What follows belongs to an exercise in optimizing a design on an open flow for small area; a production flow would make more cautious choices. The RTL was checked by simulation tests, not by an equivalence proof against the original design. No activity file was given, so power comes from the tool's default toggle rates.

[design/flow/config.mk]
export PLATFORM = sky130hd
export DESIGN_NAME = OFDM_Data_Modem
export DESIGN_NICKNAME = OFDM_Data_Modem
export VERILOG_FILES = /design/flow/design.v
export SDC_FILE = /design/flow/constraint.sdc
export NUM_CORES = 4
export LEC_CHECK = 0
export CAP_MARGIN = 20
export CORE_MARGIN = 2
export CORE_UTILIZATION = 40
export SLEW_MARGIN = 20
[design/flow/constraint.sdc]
create_clock -name core_clock -period 5.0 [get_ports {clk}]
set_input_delay 1.0000 -clock core_clock [delete_from_list [all_inputs] [get_ports {clk}]]
set_output_delay 1.0000 -clock core_clock [all_outputs]
set_load 0.01 [all_outputs]
[design/flow/design.v]
`timescale 1ns / 1ps 
module data_scramler( 
    input               clk         ,
    input               ce          ,  
    input               rst_n       , 
    input               Scram_Din   ,  
    input               Scram_En    ,  
    input       [6:0]   Scram_Seed  , 
    input               Scram_Load  , 
    input               Signal_Flag_In,
    output reg          Signal_Flag_Out,
    output reg          Scram_Dout  ,
    output reg          Scram_Vld   
);
    reg     [6:0]   shift_reg;
    always@(posedge clk or negedge rst_n ) begin
        if(!rst_n) begin
            shift_reg <= 0;
            Scram_Dout <= 0;
            Scram_Vld  <= 0; 
        end
        else if (ce) begin if( Scram_Load ) begin 
            shift_reg <= Scram_Seed; 
            Scram_Vld <= 0; 
        end
        else if( Scram_En && ~Signal_Flag_In ) begin
            Scram_Dout <= shift_reg[6] + shift_reg[3] + Scram_Din;  
            Scram_Vld  <= 1; 
            shift_reg <= {shift_reg[5:0],(shift_reg[6]+shift_reg[3])};  
        end
        else if( Scram_En && Signal_Flag_In ) begin
            Scram_Dout <= Scram_Din; 
            Scram_Vld  <= 1; 
        end
        else begin  
            Scram_Vld  <= 0; 
        end
            end
    end
    always@(posedge clk or negedge rst_n ) begin
        if(!rst_n) begin 
            Signal_Flag_Out <= 0;
        end
        else if (ce) begin if( ~Signal_Flag_In ) begin 
            Signal_Flag_Out <= 0; 
        end
        else if(  Signal_Flag_In ) begin 
            Signal_Flag_Out <= 1;
        end 
            end
    end
endmodule   
`timescale 1ns / 1ps 
module data_conv_code( 
    input               clk         ,
    input               ce          ,  
    input               rst_n       , 
    input               Signal_Flag_In, 
    output reg         Signal_Flag_Out,
    input               Conv_Din   ,  
    input               Conv_En    , 
    output reg  [1:0]   Conv_Dout  ,
    output reg          Conv_Vld   
); 
    reg     [5:0]   shift_reg;
    always@(posedge clk or negedge rst_n ) begin
        if(!rst_n) begin
            shift_reg <= 0;
            Conv_Dout <= 0;
            Conv_Vld  <= 0; 
        end
        else if (ce) begin if( Conv_En ) begin
            Conv_Dout[0] <= shift_reg[5] + shift_reg[4] + shift_reg[2] + shift_reg[1] + Conv_Din; 
            Conv_Dout[1] <= shift_reg[5] + shift_reg[2] + shift_reg[1] + shift_reg[0] + Conv_Din; 
            Conv_Vld  <= 1;
            shift_reg <= {shift_reg[4:0],Conv_Din};  
        end
        else begin  
            Conv_Vld  <= 0; 
        end
            end
    end
    always@(posedge clk or negedge rst_n ) begin
        if(!rst_n) begin 
            Signal_Flag_Out <= 0;
        end
        else if (ce) begin if( Signal_Flag_In ) begin 
            Signal_Flag_Out <= 1'b1;
        end
        else if( ~Signal_Flag_In ) begin   
            Signal_Flag_Out <= 1'b0;
        end
            end
    end
endmodule   
`timescale 1ns / 1ps 
module data_puncturing( 
    input               clk            ,
    input               din_ce         , 
    input               cb_ce          , 
    input               rst_n          ,
    input   [3:0]       Rate_Con       ,
    input               Signal_Flag_In ,
    input   [1:0]       Punt_Din       ,  
    input               Punt_En        ,  
    output reg [1:0]    SymbolLen_Con  ,
    output reg          Signal_Flag_Out,
    output reg          Punt_Dout      ,
    output reg          Punt_Vld       
);
    reg [5:0]   Puncture_in;
    reg [5:0]   Puncture_reg1;
    reg [5:0]   Puncture_reg;
    reg [2:0]   Cnt_Index;  
    reg [2:0]   Cnt_Bit; 
    reg [2:0]   Cnt_Bit_Max;
    reg         Cache_Valid;
    reg         Cache_Valid_reg1; 
    reg         Cache_Valid_reg; 
    reg         Signal_Flag1,Signal_Flag2,Signal_Flag3,Signal_Flag4;
    wire [3:0]  RATE_CON ;
    assign      RATE_CON = Signal_Flag_In ? 4'b1101 : Rate_Con;
    always@(posedge clk or negedge rst_n ) begin
        if(!rst_n) begin
            Puncture_in <= 0; 
            Cnt_Index <= 0;
            Cache_Valid <= 0;
        end
        else if (din_ce) begin if( Punt_En ) begin   
            case ( RATE_CON )
			4'b1101,4'b0101,4'b1001: begin
                Puncture_in[1:0] <= Punt_Din;	 
                Cache_Valid <= 1'b1;
                Cnt_Index <= 0;
            end
            4'b1111,4'b0111,4'b1011,4'b0011: begin
                Puncture_in <= {Puncture_in[3:0],Punt_Din};	  
                if(Cnt_Index==2)  begin
                    Cnt_Index <= 0;
                    Cache_Valid <= 1'b1;
                    end
                else  begin
                    Cnt_Index <= Cnt_Index + 1'b1;
                    Cache_Valid <= 1'b0;
                  end
            end
            4'b0001: begin
                Puncture_in <= {Puncture_in[3:0],Punt_Din};			  
                if(Cnt_Index==1) begin
                    Cnt_Index <= 0;
                    Cache_Valid <= 1'b1;
                    end
                else  begin
                    Cnt_Index <= Cnt_Index + 1'b1;
                    Cache_Valid <= 1'b0;
                    end
            end  
            default:;
            endcase
        end 
        else begin
            Cache_Valid <= 1'b0;
        end
            end
    end
    always@(posedge clk or negedge rst_n ) begin
        if(!rst_n) begin
            Signal_Flag1 <= 0;
        end
        else if (din_ce) begin if( ~Signal_Flag_In ) begin
            Signal_Flag1 <= 1'b0;
        end
        else if( Signal_Flag_In ) begin
            Signal_Flag1 <= 1'b1;
        end
            end
    end
    always@(posedge clk or negedge rst_n ) begin
        if(!rst_n) begin
            Signal_Flag2 <= 0; 
            Signal_Flag3 <= 0;
            Signal_Flag4 <= 0;
            Puncture_reg <= 0; 
            Puncture_reg1 <= 0;
            Cache_Valid_reg <= 0;
            Cache_Valid_reg1 <= 0;
        end
        else if (cb_ce) begin  begin 
            Signal_Flag2 <= Signal_Flag1;
            Puncture_reg1 <= Puncture_in;
            Cache_Valid_reg1 <= Cache_Valid;
            Signal_Flag3 <= Signal_Flag2 ;
            Puncture_reg <= Puncture_reg1;
            Cache_Valid_reg <= ~Cache_Valid_reg && Cache_Valid_reg1; 
            Signal_Flag4 <= Signal_Flag3;
        end
            end
    end  
    always@( * ) begin    
        if( Signal_Flag3 || Signal_Flag4 ) begin 
            Cnt_Bit_Max <= 1;
        end
        else  begin 
            case ( RATE_CON )
			4'b1101,4'b0101,4'b1001: begin
                Cnt_Bit_Max <= 1;
            end
            4'b1111,4'b0111,4'b1011,4'b0011: begin
                Cnt_Bit_Max <= 3;
            end
            4'b0001: begin
                Cnt_Bit_Max <= 2;
            end 
            default: Cnt_Bit_Max <= 1;
            endcase
        end  
    end
    always@(posedge clk or negedge rst_n ) begin
        if(!rst_n) begin 
            Cnt_Bit <= 0; 
        end
        else if (cb_ce) begin if( Cnt_Bit>=Cnt_Bit_Max ) begin
            Cnt_Bit <= 1'b0;
        end  
        else if( Cnt_Bit>0 ) begin
            Cnt_Bit <= Cnt_Bit + 1'b1;
        end 
        else if( Cache_Valid_reg ) begin
            Cnt_Bit <= 1'b1;
        end  
            end
    end 
    always@(posedge clk or negedge rst_n ) begin
        if(!rst_n) begin
            Punt_Dout <= 0; 
            Punt_Vld <= 0; 
        end
        else if (cb_ce) begin if( Cache_Valid_reg || (Cnt_Bit>0) )  begin 
            case(Cnt_Bit_Max)
            1:begin
                case ( Cnt_Bit )
                    0: begin
                        Punt_Dout <= Puncture_reg[0];
                        Punt_Vld  <= 1'b1;
                    end
                    1: begin
                        Punt_Dout <= Puncture_reg[1];
                        Punt_Vld  <= 1'b1;
                    end
                default:;
                endcase
            end
            2:begin
                case ( Cnt_Bit )
                    0: begin
                        Punt_Dout <= Puncture_reg[0];
                        Punt_Vld  <= 1'b1;
                    end
                    1: begin
                        Punt_Dout <= Puncture_reg[1];
                        Punt_Vld  <= 1'b1;
                    end
                    2: begin
                        Punt_Dout <= Puncture_reg[2];
                        Punt_Vld  <= 1'b1;
                    end
                default:;
                endcase
            end
            3:begin
                case ( Cnt_Bit )
                    0: begin
                        Punt_Dout <= Puncture_reg[0];
                        Punt_Vld  <= 1'b1;
                    end
                    1: begin
                        Punt_Dout <= Puncture_reg[1];
                        Punt_Vld  <= 1'b1;
                    end
                    2: begin
                        Punt_Dout <= Puncture_reg[2];
                        Punt_Vld  <= 1'b1;
                    end
                    3: begin
                        Punt_Dout <= Puncture_reg[5];
                        Punt_Vld  <= 1'b1;
                    end
                default: Punt_Vld <= 0;
                endcase
            end
            default: Punt_Vld <= 0;
            endcase
        end
        else begin 
            Punt_Vld <= 1'b0;
        end
            end
    end
    always@(posedge clk or negedge rst_n ) begin
        if(!rst_n) begin
            SymbolLen_Con <= 0;   
        end
        else if (cb_ce) begin if( Signal_Flag3 || Signal_Flag4) begin 
            SymbolLen_Con <= 2'b00; 
        end
        else if( Cnt_Bit==0 ) begin 
            case ( RATE_CON )
			4'b1101,4'b1111: begin
                SymbolLen_Con <= 2'b00;   
            end
            4'b0101,4'b0111: begin
                SymbolLen_Con <= 2'b01;    
            end
            4'b1001,4'b1011: begin
                SymbolLen_Con <= 2'b10;   
            end 
            4'b0001,4'b0011: begin
                SymbolLen_Con <= 2'b11;   
            end
            default:SymbolLen_Con <= 2'b00;
            endcase
        end  
            end
    end
    always@(posedge clk or negedge rst_n ) begin
        if(!rst_n) begin
            Signal_Flag_Out <= 0;
        end
        else if (cb_ce) begin if( Signal_Flag3 || Signal_Flag4) begin 
            Signal_Flag_Out <= 1;
        end
        else begin 
            Signal_Flag_Out <= 0;
        end  
            end
    end
endmodule   
`timescale 1ns / 1ps
module sync_buffer
(
	input			clk,
	input			rst_n,
	input			ce,        
	input [1:0]		ph3,
	input			clr,
	input			wea,
	input [8:0]		addra,
	input    		dina,
	input [8:0]		addrb,
	output reg     	doutb
);
	reg			sw;
	reg [8:0]	sa;
	reg			sd;
	always @ (posedge clk or negedge rst_n)
		if (!rst_n)
			sw <= 1'b0;
		else if (ph3 == 2'd2)
			sw <= wea | clr;
	always @ (posedge clk)
		if (ph3 == 2'd2) begin
			sa <= clr ? {2'b11, addra[6:0]} : addra;
			sd <= dina & ~clr;
		end
	wire plain_w = (sa[8:7] == 2'b11);
	wire fire    = sw & (plain_w ? (ph3 == 2'd0) : (sa[8:7] == 2'd2 - ph3));
	wire		ring_d = sd & ~clr;
	wire [127:0] ring_p0;
	wire [127:0] plain_q;
	genvar r;
	generate
		for (r = 0; r < 128; r = r + 1) begin : g_ring
			reg [2:0]	q;    
			reg			p;    
			wire sel = fire & (sa[6:0] == r);
			always @ (posedge clk) begin
				q <= {q[1:0], (clr | (sel & ~plain_w)) ? ring_d : q[2]};
				if (sel & plain_w)
					p <= sd;
			end
			assign ring_p0[r] = q[0];
			assign plain_q[r] = p;
		end
	endgenerate
	wire [1:0]	rj = addrb[8:7];
	wire		x  = ring_p0[addrb[6:0]];
	reg			rd_hold;
	always @ (posedge clk)
		if ((rj == 2'd1 && ph3 == 2'd2) || (rj == 2'd2 && ph3 == 2'd1))
			rd_hold <= x;
	always @ (posedge clk)
		if (ce)
			doutb <= (rj == 2'd3) ? plain_q[addrb[6:0]] :
			         (rj == 2'd0) ? x : rd_hold;
endmodule
`timescale 1ns / 1ps 
module data_interleaver
#(
    parameter   SIGNAL_INTV_TO_QAM_FRE = 4  
)(
    input               clk             ,
    input               ce              ,   
    input       [1:0]   ph3             ,   
    input               rst_n           ,
    input               Intv_Din        ,
    input               Intv_En         ,
    input       [1:0]   Intv_Con        , 
    input               Signal_Flag_In  ,
    output reg  [1:0]   Map_Type        ,
    output reg          Intv_Dout       ,
    output reg          Intv_Vld
);
    reg             i;
    reg             wea  ;
    reg     [8:0]   addra;
    reg             dina ;
    reg     [8:0]   addrb;
    wire            doutb;
    reg             clr;     
    reg     [8:0]   Cnt_Index;
    wire            Add_Cnt_Index;
    wire            End_Cnt_Index;
    reg     [8:0]   Cnt_Index_Max;
    reg     [1:0]   Intv_Con1;
    reg         Buf_A_Flag;
    reg         Buf_B_Flag;
    reg         Len_Vld;
    reg  [1:0]  Len_Con;
    reg  [8:0]  Len_M1;
    wire        Cnt_Bit_Last;
    reg         Signal_Flag_Reg;
    reg             Back_12Bits;
    reg     [3:0]   Cnt_Bit_12;
    reg     [8:0]   Cnt_Bit;
    reg [2:0]   Signal_Interval_Time;
    reg [5:0]   Signal_Bit_Cnt;
    localparam  N_48 =2'b00,
                N_96 =2'b01,
                N_192=2'b10,
                N_288=2'b11;
    always@( * ) begin
        case ( Len_Con )
        N_48 :  Len_M1 = 47;
        N_96 :  Len_M1 = 95;
        N_192:  Len_M1 = 191;
        default:Len_M1 = 287;
        endcase
    end
    assign Cnt_Bit_Last = Len_Vld && (Cnt_Bit == Len_M1);
    wire   Sig_Bit_Last = Len_Vld && (Signal_Bit_Cnt >= Len_M1);
    always@(posedge clk or negedge rst_n ) begin
        if(!rst_n) begin
            Cnt_Index   <= 0;
        end
        else if (ce) begin if( End_Cnt_Index ) begin
            Cnt_Index <= 0;
        end
        else if( Add_Cnt_Index ) begin
            Cnt_Index <= Cnt_Index + 1'b1;
        end
            end
    end
    assign Add_Cnt_Index = Intv_En;
    assign End_Cnt_Index = Add_Cnt_Index &&( Cnt_Index == Cnt_Index_Max-1);
    always@( * ) begin
        case ( Intv_Con )
        N_48 :  Cnt_Index_Max = 48;
        N_96 :  Cnt_Index_Max = 96;
        N_192:  Cnt_Index_Max = 192;
        default:Cnt_Index_Max = 288;
        endcase
    end
    reg [8:0] wr_addr;
    always@( * ) begin
        case(Intv_Con)
        N_48 : wr_addr = Cnt_Index[3:0] + (Cnt_Index[3:0]<<1) + Cnt_Index[8:4];
        N_96 : wr_addr = (Cnt_Index[3:0]<<1)  + (Cnt_Index[3:0]<<2) + Cnt_Index[8:4];
        N_192: wr_addr = (Cnt_Index[3:0]<<3)  + (Cnt_Index[3:0]<<2) + Cnt_Index[8:4];
        default: wr_addr = (Cnt_Index[3:0]<<4)  + (Cnt_Index[3:0]<<1) + Cnt_Index[8:4];
        endcase
    end
    always@(posedge clk or negedge rst_n ) begin
        if(!rst_n) begin
            clr   <= 1;
            wea   <= 0;
            addra <= 0;
            dina  <= 0;
            i <= 0;
        end
        else if (clr) begin
            if (ce) begin
                addra[7:0] <= addra[7:0] + 1'b1;
                if (addra[7:0] == 8'd255) clr <= 0;
            end
        end
        else if (ce) begin if( Add_Cnt_Index ) begin
            wea   <= 1;
            addra <= i ? wr_addr + 9'd288 : wr_addr;
            dina  <= Intv_Din;
            if(End_Cnt_Index)  i <= ~i;
        end
        else begin
            wea <= 0;
        end
            end
    end
    sync_buffer  spram(
	    .clk            (clk            )  ,
	    .rst_n          (rst_n          )  ,
	    .ce             (ce             )  ,
	    .ph3            (ph3            )  ,
	    .clr            (clr            )  ,
	    .wea            (wea            )  ,
	    .addra          (addra          )  ,
	    .dina           (dina           )  ,
	    .addrb          (addrb          )  ,
	    .doutb          (doutb          )
    );
    always@(posedge clk or negedge rst_n ) begin
        if(!rst_n) begin
            Buf_A_Flag   <= 0;
        end
        else if (ce) begin if( Buf_A_Flag && Cnt_Bit_Last ) begin
            Buf_A_Flag <= 0;
        end
        else if( End_Cnt_Index && (i==0) ) begin
            Buf_A_Flag <= 1;
        end
            end
    end
    always@(posedge clk or negedge rst_n ) begin
        if(!rst_n) begin
            Buf_B_Flag   <= 0;
        end
        else if (ce) begin if( Buf_B_Flag && Cnt_Bit_Last ) begin
            Buf_B_Flag <= 0;
        end
        else if( End_Cnt_Index && (i==1) ) begin
            Buf_B_Flag <= 1;
        end
            end
    end
    always@(posedge clk or negedge rst_n ) begin
        if(!rst_n) begin
            Signal_Flag_Reg <=0;
            Len_Vld <= 0;
            Len_Con <= 0;
        end
        else if (ce) begin if( Signal_Flag_Reg && (Signal_Bit_Cnt>=48-1 )&&(Signal_Interval_Time>=SIGNAL_INTV_TO_QAM_FRE-1 ) ) begin
            Signal_Flag_Reg <= 0;
        end
        else if( End_Cnt_Index    ) begin
            Signal_Flag_Reg <= Signal_Flag_In;
            Len_Vld <= 1;
            Len_Con <= Intv_Con;
        end
            end
    end
    always@(posedge clk or negedge rst_n ) begin
        if(!rst_n) begin
            Intv_Con1 <= 0;
        end
        else if (ce) begin if( End_Cnt_Index  ) begin
            Intv_Con1 <= Intv_Con ;
        end
            end
    end
    always@(posedge clk or negedge rst_n ) begin
        if(!rst_n) begin
            Signal_Interval_Time <= 0;
        end
        else if (ce) begin if( Signal_Flag_Reg  ) begin
             if( (Signal_Interval_Time>=SIGNAL_INTV_TO_QAM_FRE-1 ) )  begin
                Signal_Interval_Time  <= 0 ;
            end
            else begin
                Signal_Interval_Time <= Signal_Interval_Time + 1'b1;
            end
        end
            end
    end
    always@(posedge clk or negedge rst_n ) begin
        if(!rst_n) begin
            Signal_Bit_Cnt <= 0;
        end
        else if (ce) begin if( Signal_Flag_Reg &&(Signal_Interval_Time>=SIGNAL_INTV_TO_QAM_FRE-1)    ) begin
             if( Sig_Bit_Last )  begin
                Signal_Bit_Cnt  <= 0 ;
            end
            else begin
                Signal_Bit_Cnt <= Signal_Bit_Cnt + 1'b1;
            end
        end
            end
    end
    always@(posedge clk or negedge rst_n ) begin
        if(!rst_n) begin
            Cnt_Bit   <= 0;
            Back_12Bits <= 0;
            Cnt_Bit_12 <= 0;
        end
        else if (ce) begin if( Buf_A_Flag || Buf_B_Flag ) begin
            begin
                if( Cnt_Bit_Last )
                    Cnt_Bit <= 0;
                else
                    Cnt_Bit <= Cnt_Bit + 1'b1;
            end
            begin
                if( (Back_12Bits==1)&& Cnt_Bit_12==11)
                    Back_12Bits <= 1'b0;
                else if( Cnt_Bit_12==11 )
                    Back_12Bits <=  1'b1;
                end
            begin
                if( Cnt_Bit_12==11)
                    Cnt_Bit_12 <= 0;
                else
                    Cnt_Bit_12 <= Cnt_Bit_12 + 1'b1;
            end
        end
            end
    end
    wire [8:0] rd_bit = Back_12Bits ? {Cnt_Bit[8:2], ~Cnt_Bit[1], Cnt_Bit[0]} : Cnt_Bit;
    reg  Rd_Buf_Vld;
     always@(posedge clk or negedge rst_n ) begin
        if(!rst_n) begin
            addrb <= 0;
            Rd_Buf_Vld <= 0;
        end
        else if (ce) begin if( (Buf_A_Flag || Buf_B_Flag) && ~Signal_Flag_Reg )  begin
            Rd_Buf_Vld <= 1'b1;
            addrb <= Buf_A_Flag ? rd_bit : rd_bit + 9'd288;
        end
        else if( Signal_Flag_Reg && ((Signal_Interval_Time>=SIGNAL_INTV_TO_QAM_FRE-1 )) ) begin
            addrb <= Signal_Bit_Cnt;
            Rd_Buf_Vld <= 1;
        end
        else begin
            Rd_Buf_Vld <= 0;
        end
            end
    end
    always@(posedge clk or negedge rst_n ) begin
        if(!rst_n) begin
            Intv_Dout <= 0;
            Intv_Vld  <= 0;
        end
        else if (ce) begin if( Rd_Buf_Vld ) begin
            Intv_Dout <= doutb;
            Intv_Vld  <= 1'b1 ;
        end
        else    begin
            Intv_Vld  <= 1'b0 ;
        end
            end
    end
    always@(posedge clk or negedge rst_n ) begin
        if(!rst_n) begin
            Map_Type <= 0;
        end
        else if (ce) begin if((Buf_B_Flag || Buf_A_Flag) &&(Cnt_Bit==0)) begin
            Map_Type <= Intv_Con1 ;
        end
            end
    end
endmodule
 `timescale 1ns / 1ps 
module data_maping(
    input               clk         ,
    input               cb_ce       , 
    input               ce          ,  
    input               rst_n       ,
    input               Tx_Clr      ,
    input  [1:0]        Map_Type    ,
    input               Qam16_Din   ,
    input               Qam16_En    ,
    output reg  [6:0]   Qam16_Code  ,
    output reg          Qam16_Vld   ,
    output reg  [5:0]   Index_Out
);
    reg   [5:0]     Map_Bits;
    reg   [6:0]     Map_Code_Reg;
    reg             Map_Bits_Vld_80M;
    wire            Map_Vld_80M_20M;
    reg   [2:0]     Cnt_Bits_Max;
    reg   [2:0]     Cnt_Bits;
    wire            Add_Cnt_Bits;
    wire            End_Cnt_Bits;
    reg             Map_Bits_Vld_20M;
    reg   [6:0]     Map_Code_20M;
    always@(posedge clk or negedge rst_n ) begin
        if(!rst_n) begin
            Cnt_Bits <= 0;
        end
        else if (cb_ce) begin if( Tx_Clr ) begin
            Cnt_Bits <= 0;
        end
        else if( End_Cnt_Bits ) begin
            Cnt_Bits <= 0;
        end
        else if( Add_Cnt_Bits ) begin
            Cnt_Bits <= Cnt_Bits + 1'b1;
        end
            end
    end
    assign Add_Cnt_Bits = Qam16_En;
    assign End_Cnt_Bits = Add_Cnt_Bits &&(Cnt_Bits==Cnt_Bits_Max-1);
    always@( * ) begin
       case(Map_Type)
            2'b00:Cnt_Bits_Max = 1;  
            2'b01:Cnt_Bits_Max = 2;  
            2'b10:Cnt_Bits_Max = 4;  
            default:Cnt_Bits_Max = 6;  
       endcase
    end
    always@(posedge clk or negedge rst_n ) begin
        if(!rst_n) begin
            Map_Bits <= 0;
        end
        else if (cb_ce) begin if( Add_Cnt_Bits && (Cnt_Bits < Cnt_Bits_Max) ) begin
            Map_Bits[Cnt_Bits] <= Qam16_Din;
        end
            end
    end
    wire [6:0] Map_Code;
    assign Map_Code[6]   = (Map_Type == 2'b11);
    assign Map_Code[5]   = (Map_Type == 2'b11) ? Map_Bits[5] : (Map_Type == 2'b10);
    assign Map_Code[4]   = (Map_Type == 2'b11) ? Map_Bits[4] : (Map_Type == 2'b01);
    assign Map_Code[3]   = Map_Type[1] ? Map_Bits[3] : ~Map_Type[0];
    assign Map_Code[2:0] = Map_Bits[2:0];
    always@(posedge clk or negedge rst_n ) begin
        if(!rst_n) begin
            Map_Code_Reg <= 7'b0001000;
            Map_Bits_Vld_80M <= 0;
        end
        else if (cb_ce) begin if(  End_Cnt_Bits  ) begin
            Map_Code_Reg <= Map_Code;
            Map_Bits_Vld_80M <= 1'b1;
        end
        else begin
            Map_Bits_Vld_80M <= 1'b0;
        end
            end
    end
    reg  Map_Bits_Vld_80M1,Map_Bits_Vld_80M2,Map_Bits_Vld_80M3;
    always@(posedge clk or negedge rst_n ) begin
        if(!rst_n) begin
            Map_Bits_Vld_80M1 <= 0;
            Map_Bits_Vld_80M2 <= 0;
            Map_Bits_Vld_80M3 <= 0;
        end
        else if (cb_ce) begin  begin
            Map_Bits_Vld_80M1 <= Map_Bits_Vld_80M;
            Map_Bits_Vld_80M2 <= Map_Bits_Vld_80M1;
            Map_Bits_Vld_80M3 <= Map_Bits_Vld_80M2;
        end
            end
    end
    assign Map_Vld_80M_20M = Map_Bits_Vld_80M3 || Map_Bits_Vld_80M2 || Map_Bits_Vld_80M1 || Map_Bits_Vld_80M;
    always@(posedge clk or negedge rst_n ) begin
        if(!rst_n) begin
            Map_Bits_Vld_20M <= 0;
            Map_Code_20M <= 7'b0001000;
        end
        else if (ce) begin if(  Map_Vld_80M_20M  ) begin
            Map_Bits_Vld_20M <= 1'b1;
            Map_Code_20M <= Map_Code_Reg;
        end
        else begin
            Map_Bits_Vld_20M <= 1'b0;
        end
            end
    end
    always@(posedge clk) begin
        if (ce && !Tx_Clr && Map_Bits_Vld_20M)
            Qam16_Code <= Map_Code_20M;
    end
    always@(posedge clk or negedge rst_n ) begin
        if(!rst_n) begin
            Qam16_Vld <= 0;
            Index_Out <= 6'b111_111;
        end
        else if (ce) begin if( Tx_Clr ) begin
            Qam16_Vld <= 0;
            Index_Out <= 6'b111_111;
        end
        else if( Map_Bits_Vld_20M ) begin
            Qam16_Vld <= 1;
            Index_Out <= Index_Out + 1;
        end
        else   begin
            Qam16_Vld  <= 0;
            Index_Out <= 6'b111_111;
        end
            end
    end
endmodule
`timescale 1ns / 1ps 
module spram_128
(
	input			clk,
	input			rst_n,
	input			ce,
	input [1:0]		ph3,       
	input [1:0]		ph4,       
	input			wea,
	input			wh,
	input [5:0]		wa,
	input [6:0] 	dina,
	input			web,
	input [6:0]		addrb,
	output reg [6:0] 	doutb
);
	localparam [5:0] A0 = 6'd48, P7 = 6'd49, P21 = 6'd50, P43 = 6'd51, P57 = 6'd52;
	wire [6:0]	pl_code [0:7];
	wire [6:0]	a0_code [0:1];
	genvar h, p;
	generate
		for (h = 0; h < 2; h = h + 1) begin : g_half
			for (p = 0; p < 4; p = p + 1) begin : g_pil
				localparam [5:0] PA = (p == 0) ? 6'd7 : (p == 1) ? 6'd21 : (p == 2) ? 6'd43 : 6'd57;
				localparam [6:0] PADDR = 64 * h + PA;
				reg pv, ps;
				wire sa = ce & wea & (wh == h) & (wa == P7 + p);
				wire sb = ce & web & (addrb == PADDR);
				always @ (posedge clk) begin
					if (sa | sb)
						pv <= sa;
					if (sa)
						ps <= dina[0];
				end
				assign pl_code[4*h+p] = {3'b000, pv, 2'b00, ps};
			end
			localparam [6:0] A0ADDR = 64 * h;
			reg [6:0] a0;
			wire e0 = ce & (web ? (addrb == A0ADDR) : (wea & (wh == h) & (wa == A0)));
			always @ (posedge clk)
				if (e0)
					a0 <= web ? 7'b0 : dina;
			assign a0_code[h] = a0;
		end
	endgenerate
	reg			sw;
	reg			sh;
	reg [5:0]	sn;
	reg [6:0]	sd;
	wire		ph11 = (ph3 == 2'd2) & (ph4 == 2'd3);
	always @ (posedge clk or negedge rst_n)
		if (!rst_n)
			sw <= 1'b0;
		else if (ph11)
			sw <= wea & (wa < 6'd48);
	always @ (posedge clk)
		if (ph11) begin
			sh <= wh;
			sn <= wa;
			sd <= dina;
		end
	wire		fire   = sw & (ph3 == 2'd2 - sn[5:4]) & (ph4 == ~sn[1:0]);
	wire [6:0]	ring_d = web ? 7'b0 : sd;
	wire [6:0]	ring_p0 [0:7];
	genvar r;
	generate
		for (r = 0; r < 8; r = r + 1) begin : g_ring
			localparam [2:0] RID = r;    
			reg [83:0] q;    
			wire sel = web | (fire & ({sh, sn[3:2]} == RID));
			always @ (posedge clk)
				q <= {q[76:0], sel ? ring_d : q[83:77]};
			assign ring_p0[r] = q[6:0];
		end
	endgenerate
	reg [5:0]	rd_idx;
	always @ (*) begin
		case (addrb[5:0])
			6'd1: rd_idx = 6'd24;
			6'd2: rd_idx = 6'd25;
			6'd3: rd_idx = 6'd26;
			6'd4: rd_idx = 6'd27;
			6'd5: rd_idx = 6'd28;
			6'd6: rd_idx = 6'd29;
			6'd8: rd_idx = 6'd30;
			6'd9: rd_idx = 6'd31;
			6'd10: rd_idx = 6'd32;
			6'd11: rd_idx = 6'd33;
			6'd12: rd_idx = 6'd34;
			6'd13: rd_idx = 6'd35;
			6'd14: rd_idx = 6'd36;
			6'd15: rd_idx = 6'd37;
			6'd16: rd_idx = 6'd38;
			6'd17: rd_idx = 6'd39;
			6'd18: rd_idx = 6'd40;
			6'd19: rd_idx = 6'd41;
			6'd20: rd_idx = 6'd42;
			6'd22: rd_idx = 6'd43;
			6'd23: rd_idx = 6'd44;
			6'd24: rd_idx = 6'd45;
			6'd25: rd_idx = 6'd46;
			6'd26: rd_idx = 6'd47;
			6'd38: rd_idx = 6'd0;
			6'd39: rd_idx = 6'd1;
			6'd40: rd_idx = 6'd2;
			6'd41: rd_idx = 6'd3;
			6'd42: rd_idx = 6'd4;
			6'd44: rd_idx = 6'd5;
			6'd45: rd_idx = 6'd6;
			6'd46: rd_idx = 6'd7;
			6'd47: rd_idx = 6'd8;
			6'd48: rd_idx = 6'd9;
			6'd49: rd_idx = 6'd10;
			6'd50: rd_idx = 6'd11;
			6'd51: rd_idx = 6'd12;
			6'd52: rd_idx = 6'd13;
			6'd53: rd_idx = 6'd14;
			6'd54: rd_idx = 6'd15;
			6'd55: rd_idx = 6'd16;
			6'd56: rd_idx = 6'd17;
			6'd58: rd_idx = 6'd18;
			6'd59: rd_idx = 6'd19;
			6'd60: rd_idx = 6'd20;
			6'd61: rd_idx = 6'd21;
			6'd62: rd_idx = 6'd22;
			6'd63: rd_idx = 6'd23;
			default: rd_idx = 6'd63;
		endcase
	end
	wire		rd_data = (rd_idx != 6'd63);
	wire		rd_pil  = (addrb[5:0] == 6'd7) | (addrb[5:0] == 6'd21) | (addrb[5:0] == 6'd43) | (addrb[5:0] == 6'd57);
	wire [1:0]	rd_pn   = (addrb[5:0] == 6'd7) ? 2'd0 : (addrb[5:0] == 6'd21) ? 2'd1 : (addrb[5:0] == 6'd43) ? 2'd2 : 2'd3;
	wire [6:0]	x = ring_p0[{addrb[6], rd_idx[3:2]}];
	reg  [6:0]	rd_hold;
	always @ (posedge clk)
		if ((ph3 == 2'd3 - rd_idx[5:4] || (rd_idx[5:4] == 2'd0 && ph3 == 2'd0)) && (ph4 == 2'd0 - rd_idx[1:0]))
			rd_hold <= x;
	always @ (posedge clk)
		if (ce)
			doutb <= rd_data ? ((rd_idx[5:4] == 2'd0 && rd_idx[1:0] == 2'd0) ? x : rd_hold) :
			         rd_pil  ? pl_code[{addrb[6], rd_pn}] :
			         (addrb[5:0] == 6'd0) ? a0_code[addrb[6]] : 7'b0;
endmodule
`timescale 1ns / 1ps 
module data_pilot(
    input               clk         ,
    input               ce          ,  
    input       [1:0]   ph3         ,  
    input       [1:0]   ph4         ,  
    input               rst_n       ,
    input       [6:0]   Pilot_Din   ,   
    input               Pilot_En    ,
    input       [5:0]   Pilot_Index  ,
    input               pilot_start ,
    output      [7:0]   Pilot_DoutRe      ,
    output      [7:0]   Pilot_DoutIm      ,
    output reg          Pilot_Vld
);
    reg             Re_wea   ;
    reg     [6:0]   Re_dina  ;
    reg             wen_out  ;
    reg     [6:0]   out_addr ;
    wire    [6:0]   Code_doutb ;
    reg Pilot_En1;
    reg Pilot_En2;
    wire wr_done;
    always@(posedge clk  or negedge rst_n ) begin
        if(!rst_n) begin
            Pilot_En1 <= 0;
            Pilot_En2 <= 0;
        end
        else if (ce) begin  begin
            Pilot_En1 <= Pilot_En;
            Pilot_En2 <= Pilot_En1;
        end
            end
    end
    assign wr_done = Pilot_En1 && ~Pilot_En;
    reg     [6:0]   shift_reg;
    wire            scram_out ;
    always@(posedge clk or negedge rst_n ) begin
        if(!rst_n) begin
            shift_reg <= 7'b111_1111;
        end
        else if (ce) begin if( pilot_start ) begin
            shift_reg <= 7'b111_1111;
        end
        else if( wr_done  ) begin
            shift_reg <= {shift_reg[5:0],(shift_reg[6]+shift_reg[3])};
        end
            end
    end
    assign scram_out = (shift_reg[6]+shift_reg[3]);
    reg             cnt_symbol;    
    reg             insert;
    localparam [5:0] A0 = 6'd48, P7 = 6'd49, P21 = 6'd50, P43 = 6'd51, P57 = 6'd52;
    reg             Re_h;
    reg     [5:0]   Re_a;
    always@(posedge clk or negedge rst_n ) begin
        if(!rst_n) begin
            Re_h <= 0;
            Re_a <= A0;
            Re_wea <= 0;
        end
        else if (ce) begin if( Pilot_En ) begin
            Re_h <= cnt_symbol;
            Re_a <= (Pilot_Index < 6'd48) ? Pilot_Index : A0;
            Re_wea <= 1;
        end
        else  if( insert ) begin
            case(Re_a)
                A0  :begin
                    Re_a <= P7;
                    Re_wea <= 1;
                end
                P7  :begin
                    Re_a <= P21;
                    Re_wea <= 1;
                end
                P21 : begin
                    Re_a <= P43;
                    Re_wea <= 1;
                end
                P43 :begin
                    Re_a <= P57;
                    Re_wea <= 1;
                end
            default: begin
                    Re_a <= A0;
                    Re_wea <= 0;
            end
            endcase
        end
        else  begin
            Re_h <= cnt_symbol;
            Re_a <= A0;
            Re_wea <= 0;
        end
            end
    end
    always@(posedge clk) begin
        if (ce) begin
            if (Pilot_En)
                Re_dina <= Pilot_Din;
            else
                Re_dina <= {6'b000100, (Re_a == P7) ? scram_out : ~scram_out};
        end
    end
    always@(posedge clk or negedge rst_n ) begin
        if(!rst_n) begin
            insert <= 1;
        end
        else if (ce) begin if( Re_a==P57 ) begin
            insert <= 0;
        end
        else if( wr_done || pilot_start ) begin
            insert <= 1;
        end
            end
    end
    always@(posedge clk or negedge rst_n ) begin
        if(!rst_n) begin
            cnt_symbol <= 0;
        end
        else if (ce) begin if( pilot_start ) begin
            cnt_symbol <= 0;
        end
        else if( wr_done ) begin
            cnt_symbol <= ~cnt_symbol;
        end
            end
    end
    reg   initialize ;
    always@(posedge clk or negedge rst_n ) begin
        if(!rst_n) begin
            initialize  <= 1;
        end
        else if (ce) begin if( out_addr==127 ) begin
            initialize <= 0 ;
        end
            end
    end
    reg  rdy,rdy1;
    always@(posedge clk or negedge rst_n ) begin
        if(!rst_n) begin
            rdy  <= 0;
        end
        else if (ce) begin if( out_addr[5:0]==63  ) begin
            rdy <= 0;
        end
        else if( ~Pilot_En &&  Pilot_En2  ) begin
            rdy <= 1;
        end
            end
    end
    always@(posedge clk or negedge rst_n ) begin
        if(!rst_n) begin
            wen_out  <= 0;
            out_addr <= 0;
        end
        else if (ce) begin if( initialize ) begin
            out_addr <= out_addr + 1;
            wen_out <= 1;
        end
        else if( rdy ) begin
            out_addr <= out_addr + 1;
            wen_out <= 0;
        end
        else begin
            wen_out <= 0;
        end
            end
    end
    always@(posedge clk or negedge rst_n ) begin
        if(!rst_n) begin
            rdy1  <= 0;
        end
        else if (ce) begin
            rdy1  <= rdy;
        end
    end
    reg [6:0] Dout_Code;
    always@(posedge clk) begin
        if (ce)
            Dout_Code <= Code_doutb;
    end
    always@(posedge clk or negedge rst_n ) begin
        if(!rst_n) begin
            Pilot_Vld <= 0;
        end
        else if (ce) begin
            Pilot_Vld <= rdy1;
        end
    end
    function automatic [7:0] lvl64(input [2:0] b);
        case (b)
            3'b000: lvl64 = 8'b1011_1011;
            3'b001: lvl64 = 8'b1100_1111;
            3'b011: lvl64 = 8'b1110_0011;
            3'b010: lvl64 = 8'b1111_0111;
            3'b110: lvl64 = 8'b0100_0101;
            3'b111: lvl64 = 8'b0011_0001;
            3'b101: lvl64 = 8'b0001_1101;
            default: lvl64 = 8'b0000_1001;
        endcase
    endfunction
    function automatic [7:0] lvl16(input [1:0] b);
        case (b)
            2'b00: lvl16 = 8'b11000011;
            2'b10: lvl16 = 8'b11101100;
            2'b01: lvl16 = 8'b00111101;
            default: lvl16 = 8'b00010100;
        endcase
    endfunction
    reg [7:0] dec_re, dec_im;
    always@( * ) begin
        if (Dout_Code[6]) begin
            dec_re = lvl64(Dout_Code[2:0]);
            dec_im = lvl64(Dout_Code[5:3]);
        end else if (Dout_Code[5]) begin
            dec_re = lvl16(Dout_Code[1:0]);
            dec_im = lvl16(Dout_Code[3:2]);
        end else if (Dout_Code[4]) begin
            dec_re = Dout_Code[0] ? 8'b0010_1101 : 8'b1101_0011;
            dec_im = Dout_Code[1] ? 8'b0010_1101 : 8'b1101_0011;
        end else if (Dout_Code[3]) begin
            dec_re = Dout_Code[0] ? 8'b0100_0000 : 8'b1100_0000;
            dec_im = 8'b0;
        end else begin
            dec_re = 8'b0;
            dec_im = 8'b0;
        end
    end
    assign Pilot_DoutRe = dec_re;
    assign Pilot_DoutIm = dec_im;
    spram_128  spram_code(
	    .clk            (clk          )  ,
	    .rst_n          (rst_n        )  ,
	    .ce             (ce           )  ,
	    .ph3            (ph3          )  ,
	    .ph4            (ph4          )  ,
	    .wea            (Re_wea       )  ,
	    .wh             (Re_h         )  ,
	    .wa             (Re_a         )  ,
	    .dina           (Re_dina      )  ,
	    .web            (wen_out      )  ,
	    .addrb          (out_addr     )  ,
	    .doutb          (Code_doutb   )
    );
endmodule
`timescale 1ns / 1ps 
module   OFDM_Data_Modem
    #(
        parameter  SIGNAL_INTV_TO_QAM_FRE = 4
    )(  
    input               clk         , 
    input               rst_n       ,
    input               Tx_Clr      ,
    input [3:0]         Rate_Con    , 
    input               Signal_Flag ,
    input [6:0]         Scram_Seed  ,
    input               Data_Bit    ,
    input               Data_Bit_Vld,
    output[7:0]         Dout_Re     ,
    output[7:0]         Dout_Im     ,
    output              Dout_Vld      
);              
    reg  [1:0]  P3;
    reg  [1:0]  P4;
    always@(posedge clk or negedge rst_n ) begin
        if(!rst_n) begin
            P3 <= 0;
            P4 <= 0;
        end
        else begin
            P3 <= (P3 == 2) ? 2'd0 : P3 + 1'b1;
            P4 <= P4 + 1'b1;
        end
    end
    wire din_ce = (P4 == 0);
    wire cb_ce  = (P3 == 0);
    wire sys_ce = (P3 == 0) && (P4 == 0);
    wire        Scram_Din   ;
    wire        Scram_En    ;
    wire        Scram_Dout  ;
    wire        Scram_Vld   ;
    wire        Signal_Scram_Out;
    assign Scram_Din = Data_Bit;
    assign Scram_En = Data_Bit_Vld ;
    data_scramler  u_scram(   
        .clk                (clk                ),
        .ce                 (din_ce             ),
        .rst_n              (rst_n              ), 
        .Scram_Din          (Scram_Din          ), 
        .Scram_En           (Scram_En           ), 
        .Scram_Seed         (Scram_Seed         ), 
        .Scram_Load         (Tx_Clr             ), 
        .Signal_Flag_In     (Signal_Flag        ),
        .Signal_Flag_Out    (Signal_Scram_Out   ),    
        .Scram_Dout         (Scram_Dout         ),
        .Scram_Vld          (Scram_Vld          ) 
    );
    wire        Conv_Din   ;
    wire        Conv_En    ;
    wire [1:0]  Conv_Dout  ;
    wire        Conv_Vld   ;
    wire        Signal_Conv_Out;
    assign Conv_Din = Scram_Dout;
    assign Conv_En  = Scram_Vld ;
    data_conv_code u_conv( 
        .clk                (clk                ),
        .ce                 (din_ce             ),  
        .rst_n              (rst_n              ),  
        .Conv_Din           (Conv_Din           ),  
        .Signal_Flag_In     (Signal_Scram_Out   ),
        .Signal_Flag_Out    (Signal_Conv_Out    ),
        .Conv_En            (Conv_En            ), 
        .Conv_Dout          (Conv_Dout          ),
        .Conv_Vld           (Conv_Vld           ) 
    );
    wire [1:0]  Punt_Din ;
    wire        Punt_En  ;
    wire        Punt_Dout;
    wire        Punt_Vld ;
    wire        Signal_Punt_Out;
    wire  [1:0] SymbolLen_Con;
    assign Punt_Din = Conv_Dout ;
    assign Punt_En  = Conv_Vld  ;
    data_puncturing  u_punt( 
        .clk                (clk                ),
        .din_ce             (din_ce             ), 
        .cb_ce              (cb_ce              ),  
        .rst_n              (rst_n              ) , 
        .Rate_Con           (Rate_Con           ),
        .Signal_Flag_In     (Signal_Conv_Out    ),
        .SymbolLen_Con      (SymbolLen_Con      ),
        .Signal_Flag_Out    (Signal_Punt_Out    ),
        .Punt_Din           (Punt_Din           ),  
        .Punt_En            (Punt_En            ),  
        .Punt_Dout          (Punt_Dout          ),
        .Punt_Vld           (Punt_Vld           )
    );
    wire        Intv_Din ;
    wire        Intv_En  ;
    wire        Intv_Dout;
    wire        Intv_Vld ;
    wire [1:0]  Map_Type;
    assign Intv_Din = Punt_Dout;
    assign Intv_En  = Punt_Vld ;
    data_interleaver 
    #(
        .SIGNAL_INTV_TO_QAM_FRE(SIGNAL_INTV_TO_QAM_FRE)
    )
    u_intv( 
        .clk                (clk                ),
        .ce                 (cb_ce              ), 
        .ph3                (P3                 ),
        .rst_n              (rst_n              ), 
        .Intv_Con           (SymbolLen_Con      ), 
        .Signal_Flag_In     (Signal_Punt_Out    ), 
        .Map_Type           (Map_Type           ), 
        .Intv_Din           (Intv_Din           ), 
        .Intv_En            (Intv_En            ), 
        .Intv_Dout          (Intv_Dout          ), 
        .Intv_Vld           (Intv_Vld           )
    );
    wire        Qam16_Din;
    wire        Qam16_En ;
    wire [6:0]  Qam16_Code;
    wire        Qam16_Vld;
    wire [5:0]  Index_Out;
    assign Qam16_Din = Intv_Dout;
    assign Qam16_En  = Intv_Vld ;
    data_maping u_Qam16(
        .cb_ce              (cb_ce              ),
        .clk                (clk                ),
        .ce                 (sys_ce             ),
        .Tx_Clr             (Tx_Clr             ),
        .rst_n              (rst_n              ),
        .Map_Type           (Map_Type           ),
        .Qam16_Din          (Qam16_Din          ),
        .Qam16_En           (Qam16_En           ),
        .Index_Out          (Index_Out          ),
        .Qam16_Code         (Qam16_Code         ),
        .Qam16_Vld          (Qam16_Vld          )
    );
    data_pilot  u_pilot(
        .clk                (clk                ),
        .ce                 (sys_ce             ),
        .ph3                (P3                 ),
        .ph4                (P4                 ),
        .rst_n              (rst_n              ) ,
        .Pilot_Index        (Index_Out          ) ,
        .Pilot_Din          (Qam16_Code         ) ,
        .Pilot_En           (Qam16_Vld          ) ,
        .pilot_start        (Tx_Clr             ) ,
        .Pilot_DoutRe       (Dout_Re            ) ,
        .Pilot_DoutIm       (Dout_Im            ) ,
        .Pilot_Vld          (Dout_Vld           )
    );
endmodule          
[design/flow/run.sh]
#!/bin/bash
# synth_recipe.tcl (not shown) runs the flow's synth.tcl, then flattens the netlist and writes it again
# the make line also repeats each setting of config.mk as NAME=value (left out here)
make -C /OpenROAD-flow-scripts/flow DESIGN_CONFIG=/design/flow/config.mk WORK_HOME=/design/flow/orfs CLKGATE_MAP_FILE= SYNTH_SCRIPT=/design/flow/synth_recipe.tcl finish
==> impl_metrics.tcl, run 1 <==
set metrics [dict create \
    hold_end "u_pilot.spram_code.g_ring[2].q[63]" \
    tns_ns 0 \
    regToRegSetupSlack_ns 0.89 \
    synth_most_common_cell "dfxtp_1" \
    finalCritPeriodShare_pct 82.1 \
    min_path_type "flip-flop to flip-flop" \
    ctsHoldBuffers 0 \
    clockPowerShare_pct 46.2 \
    start_util_pct 40.3 \
    layout.nets 3990 \
    p_sw_uw 5240 \
    crit_path_top_delay_cell "a221oi_1" \
    regMostFlops "u_pilot.spram_code.g_ring.q" \
    nFillCells 10528 \
    p_int_uw 19300 \
    grt_pass1_vias 27058 \
    combinationalPowerShare_pct 3.7 \
    ant_nets 0 \
    cts_inserted_buffers 144 \
    antenna_found_initial 0 \
    vdd_ir_drop_max_v 0.000298 \
    syn_area_sq_um 47500 \
    worst_pin_slew_ns 1.17 \
    synth_nets 3983 \
    power.density_nw_per_um2 450 \
    setup.worst_path.start_class "flip-flop" \
    synth_flop_cell "dfxtp_1" \
    die_w_microns 348 \
    fin_util_pct 46.2 \
    yosysWarnings 9 \
    worst-path-max-fanout 8 \
    num_vias 27583 \
    die_y_microns 348 \
    cp_cell_sequence "ha_1, fa_1, xor2_1, inv_1, ha_1, and2_1, a311o_1, nand3_1, xnor2_1, a221oi_1, nor2_1, ha_1, nand2_1, o31a_1, a21oi_1" \
    core.rowCount 126 \
    crit_top_cell "ha_1" \
    drc 0 \
    core-area_sq_um 118000 \
    largest_reg_flops 672 \
    cts_buffer_depth 3 \
    cts-root-buf "clkbuf_16" \
    synthTopCellsByCount "dfxtp_1 (1,056), nand2_1 (315), nor2_1 (311)" \
    htree_levels 4 \
    rr_worst_depth 15 \
    syn_to_final_growth_pct 14.7 \
    cts.sinks 1465 \
    regArea_sq_um 32500 \
    synth_cell_type_count 88 \
    design_area_sq_um 54500 \
    wl_microns 95700 \
    hpwlAfterDp_microns 59000 \
    port_buffers 33 \
    worstPathArrival_ns 4.70 \
    vias_per_cell 4.99 \
    maxCapViolCount 0 \
    r2r-end "u_intv.addra[6]" \
    cts_setup_buffers 0 \
    die_area_sq_um 121000 \
    max_freq_mhz 244 \
    netSwitchingFraction_pct 21.4 \
    cts_tree "built" \
    reg.largest.list "u_pilot.spram_code.g_ring.q: 672 flops, u_intv.spram.g_ring.q: 384 flops, u_intv.spram.g_ring.p: 128 flops" \
    avgSynthCellArea_sq_um 12.3 \
    ioPinCount 34 \
    rsz0062_at_grt "no" \
    diodes 0 \
    setup_viol 0 \
    clock_skew_ns 0.0203 \
    grt_overflow 0 \
    end_kind "flip-flop" \
    synth_async_sr_flop_share_pct 13.0 \
    wl_per_cell_microns 17.3 \
    crit_buf_inv 1 \
    status "no timing/DRC/antenna violations" \
    period_needed_ns 4.11 \
    cp.required_ns 5.60 \
    synth_top_cells_by_area "dfxtp_1 (45%), edfxtp_1 (14%), dfrtp_1 (9.0%)" \
    first_iter_violations 1882 \
    synth_edf_count 219 \
    p_leak_uw 0.0207 \
    grt_usage_pct 15.8 \
    synth_area_leader_cell "dfxtp_1" \
    fin_ws_ns 0.893 \
    cts_resized 0 \
    dpl_cell_area_sq_um 49300 \
    worstHoldPathCells 0 \
    place_congestion 0.860 \
    drt-pass1-iter-count 5 \
    pre_cts_ws_ns 0.959 \
    drive_above_1_share_pct 12.0 \
    multi_input_area_sq_um 13900 \
    synthCells 3859 \
    seqPwrFrac_pct 50.0 \
    max_slew_margin_pct 21.9 \
    grt_max_degree 257 \
    clk_pin_slew_ns 0.06 \
    cpPeakStageDelay_ns 0.54 \
    synth_seq_area_share_pct 68.5 \
    min_from "u_pilot.spram_code.g_ring[2].q[56]" \
    synth_seq_cells 1465 \
    crit_family "adder cells" \
    maxSlewViolCount 0 \
    clk_latency_ns 0.73 \
    yosys.area.top_type_share_pct 44.5 \
    rr_startpoint "u_intv.Cnt_Index[0]" \
    grt_first_pass_wirelength_microns 153000 \
    critPathKind "flip-flop to flip-flop" \
    hold_violations 0 \
]
==> layout make-up <==
| class | instances | share of cell area (%) |
|---|---|---|
| Tap cell | 1536 | 3.53 |
| Timing Repair Buffer | 75 | 1.30 |
| Multi-Input combinational cell | 2092 | 25.4 |
| Clock buffer | 202 | 7.72 |
| Inverter | 88 | 0.607 |
| Clock inverter | 65 | 1.71 |
| Sequential cell | 1465 | 59.7 |
==> kinds of logic after synthesis <==
group | share of synthesized area, %
mux | 6.60
simple gates | 10.1
compound gates | 8.08
flops | 68.5
fa+ha+maj | 2.92
xor+xnor | 1.29
buf+inv | 2.52
==> power groups by stage <==
stage	logic [uW]	clock network (uW)	registers (uW)
after floorplan	716	0	12400
after global placement	928	0	12500
after detailed placement	921	0	12500
after CTS	925	11600	12300
after global routing	1060	12100	12300
final	920	11300	12300
==> layout by cell type (no fill, tap or decap), drive strengths merged, types with 12 or more instances in the layout <==
master / count
a21oi: 212
ha: 101
mux2: 75
xor2: 22
clkinv: 36
dfxtp: 1056
nand4: 14
dfrtp: 170
clkdlybuf4s50: 32
clkbuf: 203
o22a: 16
buf: 42
mux2i: 123
mux4: 47
a22o: 12
or3: 12
nor4: 21
inv: 100
o31ai: 17
a31oi: 14
a21o: 17
dfstp: 20
xnor2: 48
o22ai: 28
and3: 20
nor2b: 36
o21ai: 175
nor3: 36
nand3b: 16
edfxtp: 219
and2: 18
nand2b: 33
nand2: 315
a211oi: 20
a22oi: 15
nand3: 180
bufinv: 16
nor2: 313
==> routing by layer <==
layer | track usage, % | wire length, microns | vias up
li1 | - | - | 13436
met1 | 22.0 | 46100 | 13532
met2 | 25.0 | 43800 | 465
met3 | 2.78 | 3650 | 150
met4 | 5.02 | 2140 | 0
met5 | 0 | 0 | -
==> worst max path at each step <==
stage,cells after the start,startpoint,end
floorplan,13,u_intv.Cnt_Index[2],u_intv.addra[8]
global placement,15,u_intv.Cnt_Index[0],u_intv.addra[6]
detailed placement,15,u_intv.Cnt_Index[0],u_intv.addra[6]
CTS,8,u_pilot.Dout_Code[3],Dout_Im[1]
global route,15,u_intv.Cnt_Index[2],u_intv.addra[7]
finish,15,u_intv.Cnt_Index[0],u_intv.addra[6]
==> per-stage QoR <==
step | hold slack [ns] | total power (uW) | instances
after CTS | 0.316 | 24800 | 5522
after global routing | 0.313 | 25500 | 5523
after floorplan | 0.310 | 13200 | 3859
after global placement | 0.310 | 13400 | 5255
final | 0.315 | 24500 | 5523
after detailed placement | 0.312 | 13400 | 5255
==> inputs of run 2 (changes only) <==
--- a/design/flow/design.v
+++ b/design/flow/design.v
@@ -361,27 +361,41 @@
 		if (ph3 == 2'd2) begin
-			sa <= clr ? {2'b11, addra[6:0]} : addra;
+			sa <= clr ? {4'b1111, addra[4:0]} : addra;
 			sd <= dina & ~clr;
 		end
-	wire plain_w = (sa[8:7] == 2'b11);
-	wire fire    = sw & (plain_w ? (ph3 == 2'd0) : (sa[8:7] == 2'd2 - ph3));
+	wire		w_l1  = (sa[8:7] != 2'b11);
+	wire		w_l2  = (sa[8:7] == 2'b11) & (sa[6:5] != 2'b11);
+	wire		w_pl  = (sa[8:5] == 4'b1111);
+	wire [1:0]	w_j   = w_l1 ? sa[8:7] : sa[6:5];
+	wire		fire  = sw & (w_pl ? (ph3 == 2'd0) : (w_j == 2'd2 - ph3));
 	wire		ring_d = sd & ~clr;
-	wire [127:0] ring_p0;
-	wire [127:0] plain_q;
+	wire [127:0] ring1_p0;
+	wire [31:0]	ring2_p0;
+	wire [31:0]	plain_q;
 	genvar r;
 	generate
-		for (r = 0; r < 128; r = r + 1) begin : g_ring
+		for (r = 0; r < 128; r = r + 1) begin : g_ring1
 			reg [2:0]	q;    
+			wire sel = fire & w_l1 & (sa[6:0] == r);
+			always @ (posedge clk)
+				q <= {q[1:0], (clr | sel) ? ring_d : q[2]};
+			assign ring1_p0[r] = q[0];
+		end
+		for (r = 0; r < 32; r = r + 1) begin : g_ring2
+			reg [2:0]	q;
 			reg			p;    
-			wire sel = fire & (sa[6:0] == r);
+			wire sel2 = fire & w_l2 & (sa[4:0] == r);
+			wire selp = fire & w_pl & (sa[4:0] == r);
 			always @ (posedge clk) begin
-				q <= {q[1:0], (clr | (sel & ~plain_w)) ? ring_d : q[2]};
-				if (sel & plain_w)
+				q <= {q[1:0], (clr | sel2) ? ring_d : q[2]};
+				if (selp)
 					p <= sd;
 			end
-			assign ring_p0[r] = q[0];
-			assign plain_q[r] = p;
+			assign ring2_p0[r] = q[0];
+			assign plain_q[r]  = p;
 		end
 	endgenerate
-	wire [1:0]	rj = addrb[8:7];
-	wire		x  = ring_p0[addrb[6:0]];
+	wire		r_l1 = (addrb[8:7] != 2'b11);
+	wire		r_pl = (addrb[8:5] == 4'b1111);
+	wire [1:0]	rj   = r_l1 ? addrb[8:7] : addrb[6:5];
+	wire		x    = r_l1 ? ring1_p0[addrb[6:0]] : ring2_p0[addrb[4:0]];
 	reg			rd_hold;
@@ -392,3 +406,3 @@
 		if (ce)
-			doutb <= (rj == 2'd3) ? plain_q[addrb[6:0]] :
+			doutb <= r_pl ? plain_q[addrb[4:0]] :
 			         (rj == 2'd0) ? x : rd_hold;
@@ -491,4 +505,4 @@
             if (ce) begin
-                addra[7:0] <= addra[7:0] + 1'b1;
-                if (addra[7:0] == 8'd255) clr <= 0;
+                addra[5:0] <= addra[5:0] + 1'b1;
+                if (addra[5:0] == 6'd63) clr <= 0;
             end
@@ -645,3 +659,2 @@
         if(!rst_n) begin
-            Intv_Dout <= 0;
             Intv_Vld  <= 0;
@@ -649,3 +662,2 @@
         else if (ce) begin if( Rd_Buf_Vld ) begin
-            Intv_Dout <= doutb;
             Intv_Vld  <= 1'b1 ;
@@ -657,2 +669,5 @@
     end
+    always@(posedge clk)
+        if (ce)
+            Intv_Dout <= doutb;
     always@(posedge clk or negedge rst_n ) begin
@@ -733,3 +748,2 @@
         if(!rst_n) begin
-            Map_Code_Reg <= 7'b0001000;
             Map_Bits_Vld_80M <= 0;
@@ -737,3 +751,2 @@
         else if (cb_ce) begin if(  End_Cnt_Bits  ) begin
-            Map_Code_Reg <= Map_Code;
             Map_Bits_Vld_80M <= 1'b1;
@@ -760,2 +773,8 @@
     assign Map_Vld_80M_20M = Map_Bits_Vld_80M3 || Map_Bits_Vld_80M2 || Map_Bits_Vld_80M1 || Map_Bits_Vld_80M;
+    always@(posedge clk) begin
+        if (cb_ce && End_Cnt_Bits)
+            Map_Code_Reg <= Map_Code;
+        if (ce && Map_Vld_80M_20M)
+            Map_Code_20M <= Map_Code_Reg;
+    end
     always@(posedge clk or negedge rst_n ) begin
@@ -763,3 +782,2 @@
             Map_Bits_Vld_20M <= 0;
-            Map_Code_20M <= 7'b0001000;
         end
@@ -767,3 +785,2 @@
             Map_Bits_Vld_20M <= 1'b1;
-            Map_Code_20M <= Map_Code_Reg;
         end
--- a/design/flow/config.mk
+++ b/design/flow/config.mk
@@ -9,3 +9,5 @@
 export CORE_MARGIN = 2
-export CORE_UTILIZATION = 40
+export CORE_UTILIZATION = 60
+export CTS_BUF_LIST = sky130_fd_sc_hd__clkbuf_4
+export CTS_CLUSTER_SIZE = 20
 export SLEW_MARGIN = 20
==> impl_metrics.tcl, run 2 <==
set metrics [dict create \
    status "no timing/DRC/antenna violations" \
    cp.required_ns 4.00 \
    hold_violations 0 \
    layout_commonest_cell "dfxtp_1" \
    cts_setup_buffers 0 \
    worst-path-max-fanout 8 \
    rr_worst_depth 15 \
    num_vias 28140 \
    grt_pass1_vias 29038 \
    combinationalPowerShare_pct 4.8 \
    critPathKind "flip-flop to output port" \
    yosysWarnings 9 \
    place_congestion 0.854 \
    netSwitchingFraction_pct 22.6 \
    worstPathArrival_ns 3.58 \
    syn_area_sq_um 46100 \
    ant_nets 0 \
    synth_flop_cell "dfxtp_1" \
    drt-pass1-iter-count 5 \
    grt_usage_pct 24.8 \
    setup.worst_path.start_class "flip-flop" \
    tns_ns 0 \
    htree_levels 5 \
    finalCritPeriodShare_pct 91.5 \
    synth_top_family_by_area "simple AND/OR/NAND/NOR gates" \
    cts_inserted_buffers 360 \
    maxCapViolCount 0 \
    start_util_pct 60.7 \
    yosys.area_share.adder_pct 2.97 \
    die_area_sq_um 79100 \
    cts_buffer_depth 4 \
    synth_nets 3836 \
    antenna_found_initial 2 \
    synth_async_sr_flop_share_pct 11.9 \
    wl_microns 96100 \
    first_iter_violations 1670 \
    min_path_type "flip-flop to flip-flop" \
    seqPwrFrac_pct 53.1 \
    avgSynthCellArea_sq_um 12.4 \
    vdd_ir_drop_max_v 0.000271 \
    core.rowCount 101 \
    largest_reg_flops 672 \
    end_kind "output port" \
    synthSimpleGateAreaFrac_pct 9.59 \
    synth_seq_cells 1465 \
    grt_first_pass_wirelength_microns 154000 \
    period_needed_ns 4.58 \
    p_int_uw 17700 \
    grt_overflow 0 \
    wl_per_cell_microns 18.3 \
    synth_xor_area_share_pct 1.31 \
    clockPowerShare_pct 42.0 \
    clk_latency_ns 1.16 \
    synth_seq_area_share_pct 68.5 \
    port_buffers 33 \
    synth_top_cells_by_area "dfxtp_1 (50%), edfxtp_1 (9.0%), dfrtp_1 (8.5%)" \
    setup_viol 0 \
    maxSlewViolCount 0 \
    grt_max_degree 101 \
    drc 0 \
    syn_to_final_growth_pct 12.5 \
    p_leak_uw 0.0207 \
    synth_edf_count 138 \
    rsz0062_at_grt "no" \
    worstHoldPathCells 0 \
    synth-compound-area-share_pct 7.71 \
    layout.nets 4075 \
    power.total_uw 22900 \
    regMostFlops "u_pilot.spram_code.g_ring.q" \
    synth_most_common_cell "dfxtp_1" \
    p_sw_uw 5190 \
    die_w_microns 281 \
    reg.largest.list "u_pilot.spram_code.g_ring.q: 672 flops, u_intv.spram.g_ring1.q: 384 flops, u_intv.spram.g_ring2.q: 96 flops" \
    layout_common_cells "dfxtp_1 (1,152), clkbuf_4 (537), nor2_1 (354), nand2_1 (255), mux2i_1 (184)" \
    ioPinCount 34 \
    synthCells 3713 \
    synthMuxAreaShare_pct 7.59 \
    cts_resized 0 \
    die_y_microns 281 \
    cts.sinks 1465 \
    synthTopCellsByCount "dfxtp_1 (1,152), nor2_1 (356), nand2_1 (257)" \
    cts-root-buf "clkbuf_4" \
    yosys.area.top_type_share_pct 50.0 \
    power.density_nw_per_um2 442 \
    worst_pin_slew_ns 1.10 \
    max_freq_mhz 219 \
    core-area_sq_um 76100 \
    synth_cell_type_count 86 \
    drive_above_1_share_pct 17.7 \
    vias_per_cell 5.36 \
    synth_area_leader_cell "dfxtp_1" \
    max_slew_margin_pct 26.4 \
    clock_skew_ns 0.151 \
    clk_pin_slew_ns 0.07 \
    hpwlAfterDp_microns 59900 \
    cts_tree "built" \
]
-- run 2: cell count changes after synthesis, sizes merged, moves of 16 or more --
| cell | change |
|---|---|
| nor2 | +44 |
| mux2i | +61 |
| mux2 | -16 |
| edfxtp | -81 |
| dfxtp | +96 |
| nand3 | -105 |
| o21ai | -22 |
| a21oi | -98 |
| o41ai | +35 |
| clkbuf | -26 |
| nor3 | +50 |
| o311ai | +35 |
| nand2 | -58 |
-- run 2: timing repair --
| action | in CTS | in global routing |
|---|---|---|
| endpoints found under the hold margin | 9 | 0 |
| hold buffers | 1 | 0 |
| endpoints found under the setup margin | 0 | 0 |
-- run 2: final cells by class --
class                           instances  area, sq um
Timing Repair Buffer                   71          632
Antenna cell                            7         17.5
Tap cell                             1030         1290
Inverter                               81          304
Sequential cell                      1465        31600
Fill cell                            5691        24200
Clock inverter                         83          523
Clock buffer                          537         4030
Multi-Input combinational cell       1973        13500
-- run 2: path summary, 6_finish.rpt --
kind	from	end	slack, ns
setup / recovery	u_pilot.Dout_Code[3]	Dout_Im[7]	0.42
hold / removal	u_pilot.spram_code.g_ring[1].q[65]	u_pilot.spram_code.g_ring[1].q[72]	0.22
setup reg to reg	u_intv.Cnt_Index[2]	u_intv.addra[7]	0.99
hold reg to reg	u_pilot.spram_code.g_ring[1].q[65]	u_pilot.spram_code.g_ring[1].q[72]	0.22
max in group asynchronous	rst_n	u_Qam16.Index_Out[2]	3.22
min in group asynchronous	rst_n	u_Qam16.Map_Bits[1]	0.56
-- run 2: cells by family after synthesis --
logic type      after synthesis
fa+ha+maj                   106
xor+xnor                     69
flops                      1465
mux                         287
buf+inv                     275
compound gates              537
simple gates                974
-- run 2: worst max-delay path: stages, from the launching register on --
cell and delay [ns]:
edfxtp_1 0.51, inv_1 0.26, ha_1 0.25, nor4_1 0.07
o21ai_0 0.23, nand2_1 0.11, nor3_1 0.31, or3_1 0.17
clkdlybuf4s50_1 0.53
-- run 2: power by group through the flow --
stage,Clock (uW),Combinational (uW),Sequential [uW]
6_report,9640,1110,12200
5_1_grt,10600,1260,12200
4_1_cts,9930,1110,12200
3_5_place_dp,0,1100,12400
3_3_place_gp,0,1080,12400
2_1_floorplan,0,846,12400
-- run 2: per-stage QoR --
step	cells	utilization, %	area (sq um)	hold slack, ns	setup slack, ns
6_report	5247	68.2	51900	0.223	0.424
3_3_place_gp	4619	62.2	47300	0.310	0.918
2_1_floorplan	3713	-	46100	0.310	1.29
3_5_place_dp	4619	62.2	47300	0.312	0.967
5_1_grt	5247	68.2	51900	0.224	0.0226
4_1_cts	5240	68.2	51900	0.224	0.315
-- run 2: per-layer routing --
metal  wire [microns]  vias up  GRT usage, %
met1            42200    13627          31.7
li1                 -    13586             -
met4             3120        0          11.6
met5                0        -             0
met2            46800      732          41.1
met3             3940      195          4.47

[re-timing with driven ports]
The flow's constraints put no driver on any port. The routed layouts listed below were extracted and timed again, unchanged, in two steps. Step 1, drivers: a clkbuf_16 drives clk and a buf_2 each remaining input, both assumed. Step 2 also shifts input and output timing later by t, the mid clock arrival at the registers, as if the neighbouring blocks saw the same clock. a / b / c = no drivers / after step 1 / after step 2; a / b = the first two.
run | t (ns) | setup WS [ns] | worst data-port slew with drivers (ns)
run 1 | 0.795 | 0.893 / 0.833 / 0.893 | 0.07
run 2 | 1.143 | 0.424 / 0.365 / 0.987 | 0.04
After both steps setup and hold are still met in every run listed.
